What follows belongs to an exercise in optimizing a design on an open flow for small area, a short achievable clock period and few clock cycles; a production flow would make more cautious choices. No activity file was given, so power comes from the tool's default toggle rates.

job 9317:
==> flow/design.v <==
module RISC_SPM (clk, rst, mem_rdata, mem_addr, mem_wdata, mem_we, halted);
  input        clk, rst;
  input  [7:0] mem_rdata;
  output [7:0] mem_addr, mem_wdata;
  output       mem_we;
  output       halted;
  reg [7:0] R0, R1, R2, R3;
  reg [7:0] PC, MA;
  reg [2:0] iop;          
  reg [3:0] srcv, dstv;   
  reg       sA, sB, sD;   
  reg       Z;
  reg       halted;
  wire i_add = (iop == 3'd1);
  wire i_sub = (iop == 3'd2);
  wire i_and = (iop == 3'd3);
  wire i_not = (iop == 3'd4);
  wire ex    = i_add | i_sub | i_and | i_not;
  wire [7:0] opA = {8{dstv[0]}} & R0 | {8{dstv[1]}} & R1 | {8{dstv[2]}} & R2 | {8{dstv[3]}} & R3;
  wire [7:0] opB = {8{srcv[0]}} & R0 | {8{srcv[1]}} & R1 | {8{srcv[2]}} & R2 | {8{srcv[3]}} & R3;
  wire [7:0] bx = opB ^ {8{i_sub}};
  wire [7:0] p0 = opA ^ bx;
  wire [7:0] g0 = opA & bx;
  wire [8:0] G0 = {g0, i_sub}, P0 = {p0, 1'b0};
  wire [8:0] G1, P1, G2, P2, G3;
  genvar k;
  generate
    for (k = 0; k < 9; k = k + 1) begin : ks
      if (k >= 1) begin : a1
        assign G1[k] = G0[k] | P0[k] & G0[k-1]; assign P1[k] = P0[k] & P0[k-1];
      end else begin : b1
        assign G1[k] = G0[k]; assign P1[k] = P0[k];
      end
      if (k >= 2) begin : a2
        assign G2[k] = G1[k] | P1[k] & G1[k-2]; assign P2[k] = P1[k] & P1[k-2];
      end else begin : b2
        assign G2[k] = G1[k]; assign P2[k] = P1[k];
      end
      if (k >= 4) begin : a3
        assign G3[k] = G2[k] | P2[k] & G2[k-4];
      end else begin : b3
        assign G3[k] = G2[k];
      end
    end
  endgenerate
  wire [7:0] sum = p0 ^ G3[7:0];
  reg [7:0] alu;
  always @* begin
    case (iop)
      3'd1, 3'd2: alu = sum;
      3'd3:       alu = opA & opB;
      default:    alu = ~opB;
    endcase
  end
  wire [7:0] axb  = opA ^ opB;
  wire [7:0] aob  = opA | opB;
  wire       zadd = ~|(axb ^ {aob[6:0], 1'b0});
  wire       zsub = ~|axb;
  wire       zand = ~|(opA & opB);
  wire       znot = &opB;
  reg        zt;
  always @* begin
    case (iop)
      3'd1:    zt = zadd;
      3'd2:    zt = zsub;
      3'd3:    zt = zand;
      default: zt = znot;
    endcase
  end
  wire fF = ~sA & ~sD & ~halted & (~sB | ~Z);
  wire bT = sB & Z;                                        
  wire [3:0] fo     = mem_rdata[7:4];
  wire       f_two  = ~fo[3] & fo[2] & (fo[1] | fo[0]);    
  wire       f_brz  = (fo == 4'd8);
  wire       f_halt = fo[3] & (|fo[2:0]);
  wire d_rd = sD & (iop == 3'd5);
  wire d_wr = sD & (iop == 3'd6);
  wire d_br = sD & ~iop[2] | sD & iop[1] & iop[0];       
  wire [6:0] hi1 = PC[7:1] + 7'd1;
  wire [7:0] PC1 = {PC[0] ? hi1 : PC[7:1], ~PC[0]};
  wire [7:0] PC2 = {hi1, PC[0]};
  wire [3:0] wa = {4{ex}} & dstv;
  wire [3:0] wr = {4{d_rd}} & dstv;
  always @(posedge clk or negedge rst)
    if (!rst) begin
      R0 <= 8'd0; R1 <= 8'd0; R2 <= 8'd0; R3 <= 8'd0;
    end else begin
      R0 <= wa[0] ? alu : wr[0] ? mem_rdata : R0;
      R1 <= wa[1] ? alu : wr[1] ? mem_rdata : R1;
      R2 <= wa[2] ? alu : wr[2] ? mem_rdata : R2;
      R3 <= wa[3] ? alu : wr[3] ? mem_rdata : R3;
    end
  always @(posedge clk or negedge rst)
    if (!rst) Z <= 1'b0;
    else if (ex) Z <= zt;
  always @(posedge clk)
    if (fF) begin
      srcv <= 4'b1 << mem_rdata[3:2];
      dstv <= 4'b1 << mem_rdata[1:0];
    end
  always @(posedge clk or negedge rst)
    if (!rst) begin
      PC <= 8'd0; MA <= 8'd0; iop <= 3'd0;
      sA <= 1'b0; sB <= 1'b0; sD <= 1'b0; halted <= 1'b0;
    end else if (fF) begin
      iop  <= fo[2:0] & {3{~fo[3]}};    
      halted <= f_halt;
      MA <= PC1;
      PC <= f_brz ? PC2 : PC1;
      sA <= f_two;
      sB <= f_brz;
    end else if (sA | bT) begin
      MA <= mem_rdata; sA <= 1'b0; sB <= 1'b0; sD <= 1'b1;
      if (sA) PC <= PC1;
    end else if (sD) begin
      sD <= 1'b0;
      if (d_br) begin MA <= mem_rdata; PC <= mem_rdata; end
      else MA <= PC;
    end
  assign mem_addr  = (sB & ~Z) ? PC : MA;
  assign mem_wdata = opB;
  assign mem_we    = d_wr;
endmodule
Settings: LEC_CHECK=0, ABC_AREA=1, CAP_MARGIN=20, CORE_MARGIN=2, CORE_UTILIZATION=75, CTS_BUF_LIST=sky130_fd_sc_hd__clkbuf_4, SETUP_SLACK_MARGIN=2.2, SLEW_MARGIN=20; clock period 5.0 ns.
standard.sh (not shown) runs the stock make flow with config.mk's settings and CLKGATE_MAP_FILE= SYNTH_SCRIPT=/design/flow/synth_recipe.tcl, a recipe that flattens the netlist after the stock synthesis.
==> flow/flow/run.sh <==
#!/bin/bash
# The standard layout (standard.sh) with two changes:
#  - the port buffers are buf_2 cells instead of the delay cell the resizer
#    picks by default (every port still gets its buffer);
#  - Yosys's abc step runs with flow/abc.script (or yosys's own default abc
#    script if the file says "default") instead of ORFS's script.
# Everything else, registers included, is ORFS's standard synthesis and flow.
set -euo pipefail
here=$(pwd)
export BUFFER_PORTS_ARGS="-buffer_cell sky130_fd_sc_hd__buf_2"
export RECOVER_POWER=50
if [[ -f flow/abc.script ]]; then
  if grep -qx default flow/abc.script; then sc=default; else sc=$here/flow/abc.script; fi
  python3 - synth_recipe.tcl "$sc" <<'PY'
import sys
f, sc = sys.argv[1], sys.argv[2]
first, rest = open(f).read().split('\n', 1)
ov = """proc abc {args} {
  set i [lsearch -exact $args -script]
  if {$i >= 0} { set args [lreplace $args $i [expr {$i+1}]] }
  if {"%s" ne "default"} { set args [linsert $args 0 -script %s] }
  puts "abc override: $args"
  yosys abc {*}$args
}""" % (sc, sc)
open(f, 'w').write(first + '\n' + ov + '\n' + rest)
PY
fi
bash standard.sh finish > standard.log 2>&1
No stage failed in job 9317, and the final checks on the layout all came back clean.
Edits applied to the flow inputs when going from job 9317 to job 639:
# job 9317
export LEC_CHECK = 0
export ABC_AREA = 1
export CAP_MARGIN = 20
export CORE_MARGIN = 2
export CORE_UTILIZATION = 75
export CTS_BUF_LIST = sky130_fd_sc_hd__clkbuf_4
export SETUP_SLACK_MARGIN = 2.2
export SLEW_MARGIN = 20
create_clock -name core_clock -period 5.0 [get_ports {clk}]
# job 639
export LEC_CHECK = 0
export ABC_AREA = 1
export CAP_MARGIN = 20
export CORE_MARGIN = 2
export CORE_UTILIZATION = 75
export CTS_BUF_LIST = sky130_fd_sc_hd__clkbuf_4 sky130_fd_sc_hd__clkbuf_8
export SETUP_SLACK_MARGIN = 2.25
export SLEW_MARGIN = 20
create_clock -name core_clock -period 5.0 [get_ports {clk}]
-- flow/flow/run.sh --
<<< job 9317, line 11
export RECOVER_POWER=50
>>> job 639, line 11
Notes after the runs:
The final reports for job 639 and job 9317 show sum of routed wire length over all layers higher in the former.
Looking at end point of the critical path, the R0[3] result is from job 639; the PC[0] one comes from job 9317.
Job 639 gives more cell area than job 9317 did.
Diff job 9317 -> job 639: smallest hold slack decreased 0.0050 ns; footprint of the multi-input gates increased 45 um^2; final cell count essentially unchanged.
Est. power | job 639 vs job 9317 | job 639 higher
Per the comparison of job 639 with job 9317, fraction of final layout cells sized beyond drive strength 1 grew by 1.5 points, flip-flop and latch count now sits at about the same level, share of power burned in the clock network climbed 6.9 points, worst setup slack up 0.71 ns.
--- input diff job 639..job 1699 ---
# job 639
export LEC_CHECK = 0
export ABC_AREA = 1
export CAP_MARGIN = 20
export CORE_MARGIN = 2
export CORE_UTILIZATION = 75
export CTS_BUF_LIST = sky130_fd_sc_hd__clkbuf_4 sky130_fd_sc_hd__clkbuf_8
export SETUP_SLACK_MARGIN = 2.25
export SLEW_MARGIN = 20
create_clock -name core_clock -period 5.0 [get_ports {clk}]
# job 1699
export LEC_CHECK = 0
export ABC_AREA = 1
export CAP_MARGIN = 20
export CORE_MARGIN = 2
export CORE_UTILIZATION = 75
export CTS_BUF_LIST = sky130_fd_sc_hd__clkbuf_4
export SETUP_SLACK_MARGIN = 2.2
export SLEW_MARGIN = 20
create_clock -name core_clock -period 5.0 [get_ports {clk}]
### Flow results
- From job 639 to job 1699, residual DRC count did not move at all.
- Against job 639, setup slack in job 1699 came out worse.
- Looking at via count, job 1699 sits below job 639.
- Comparing job 1699 with job 639, the met1 wire length came out essentially unchanged.
- Job 639 → job 1699: non-filler instance count after layout now sits at about the same level; clock network contribution to total cell area now sits lower; number of synthesized flops with an enable pin now sits at about the same level.
What job 1204 does differently from job 1699 at the input level:
# job 1699
export LEC_CHECK = 0
export ABC_AREA = 1
export CAP_MARGIN = 20
export CORE_MARGIN = 2
export CORE_UTILIZATION = 75
export CTS_BUF_LIST = sky130_fd_sc_hd__clkbuf_4
export SETUP_SLACK_MARGIN = 2.2
export SLEW_MARGIN = 20
create_clock -name core_clock -period 5.0 [get_ports {clk}]
# job 1204
export LEC_CHECK = 0
export ABC_AREA = 1
export CAP_MARGIN = 20
export CORE_MARGIN = 2
export CORE_UTILIZATION = 75
export SETUP_SLACK_MARGIN = 2.2
export SLEW_MARGIN = 20
create_clock -name core_clock -period 5.0 [get_ports {clk}]
==> comparison <==
Job 1204 went all the way through synthesis, placement and routing and the layout is clean on timing, DRC and antenna.
[job 1204] total wire length after detailed routing fell 0.42% relative to job 1699
From job 1699 to job 1204 the numbers moved as follows: clock period minus final worst setup slack higher; total length of routed met3 wires lower.
### job 1204 -> job 5814
# job 1204
export LEC_CHECK = 0
export ABC_AREA = 1
export CAP_MARGIN = 20
export CORE_MARGIN = 2
export CORE_UTILIZATION = 75
export SETUP_SLACK_MARGIN = 2.2
export SLEW_MARGIN = 20
create_clock -name core_clock -period 5.0 [get_ports {clk}]
# job 5814
export LEC_CHECK = 0
export ABC_AREA = 1
export CAP_MARGIN = 20
export CORE_MARGIN = 2
export CORE_UTILIZATION = 75
export SETUP_SLACK_MARGIN = 2.4
export SLEW_MARGIN = 20
create_clock -name core_clock -period 5.0 [get_ports {clk}]
--- outcome ---
Worst-case hold slack of job 1204 is on par with job 5814. Between job 1204 and job 5814, the final setup skew figures differ only marginally. Of job 5814 and job 1204, the lower post-route minimum period belongs to job 1204. In job 5814 relative to job 1204, combinational power had gone up by a few percent. Measured against each other, job 5814 and job 1204 differ in wire length, the higher figure coming from job 5814. A type of the setup path with the least slack of register to register is what job 5814 shows, while register to output port belongs to job 1204. For the layout-stage area growth over the synthesis result, job 5814 came in 7.4 points higher than job 1204 did. Die outline height came out exactly the same in job 5814 and job 1204. Required time at the worst-slack endpoint was lower in the run labelled job 1204. From job 5814 to job 1204, synthesized-area fraction occupied by xor and xnor cells did not move at all. Job 5814 leaves less setup margin than job 1204. Job 5814 falls short of job 1204 in total non-filler cell area in the finished layout.
Function was not checked in any run of this note: the RTL went through the layout flow alone.

[separate check: timing with driven ports]
Ports are ideal in the flow. The routed layouts listed here were re-timed in OpenROAD. Step 1 sets driving cells, clkbuf_16 on the clock port and buf_2 on the other inputs (assumed; they add their load-dependent delay and slew). Step 2 adds t to the input delays and takes it off the output delays; t is the mean of the earliest and latest rising clock arrival at the registers after step 1. Input paths then give back, and output paths get back, about the clock's delay inside the block. Three values: ideal, step 1, step 2; two values: the first two.
run	t (ns)	setup WS [ns]	hold WS [ns]	worst setup path at the end	cell pins on the clock port's net
job 9317	0.455	1.605 / 1.605 / 1.605	0.493 / 0.493 / 0.493	register to register	1
job 639	0.389	2.314 / 2.297 / 2.314	0.488 / 0.488 / 0.488	register to register	1
job 1699	0.450	2.243 / 2.213 / 2.331	0.493 / 0.493 / 0.493	register to register	1
job 1204	0.383	2.239 / 2.206 / 2.273	0.484 / 0.484 / 0.484	register to register	1
job 5814	0.385	2.151 / 2.151 / 2.151	0.484 / 0.484 / 0.484	register to register	1
After both steps setup and hold are still met in every run listed.
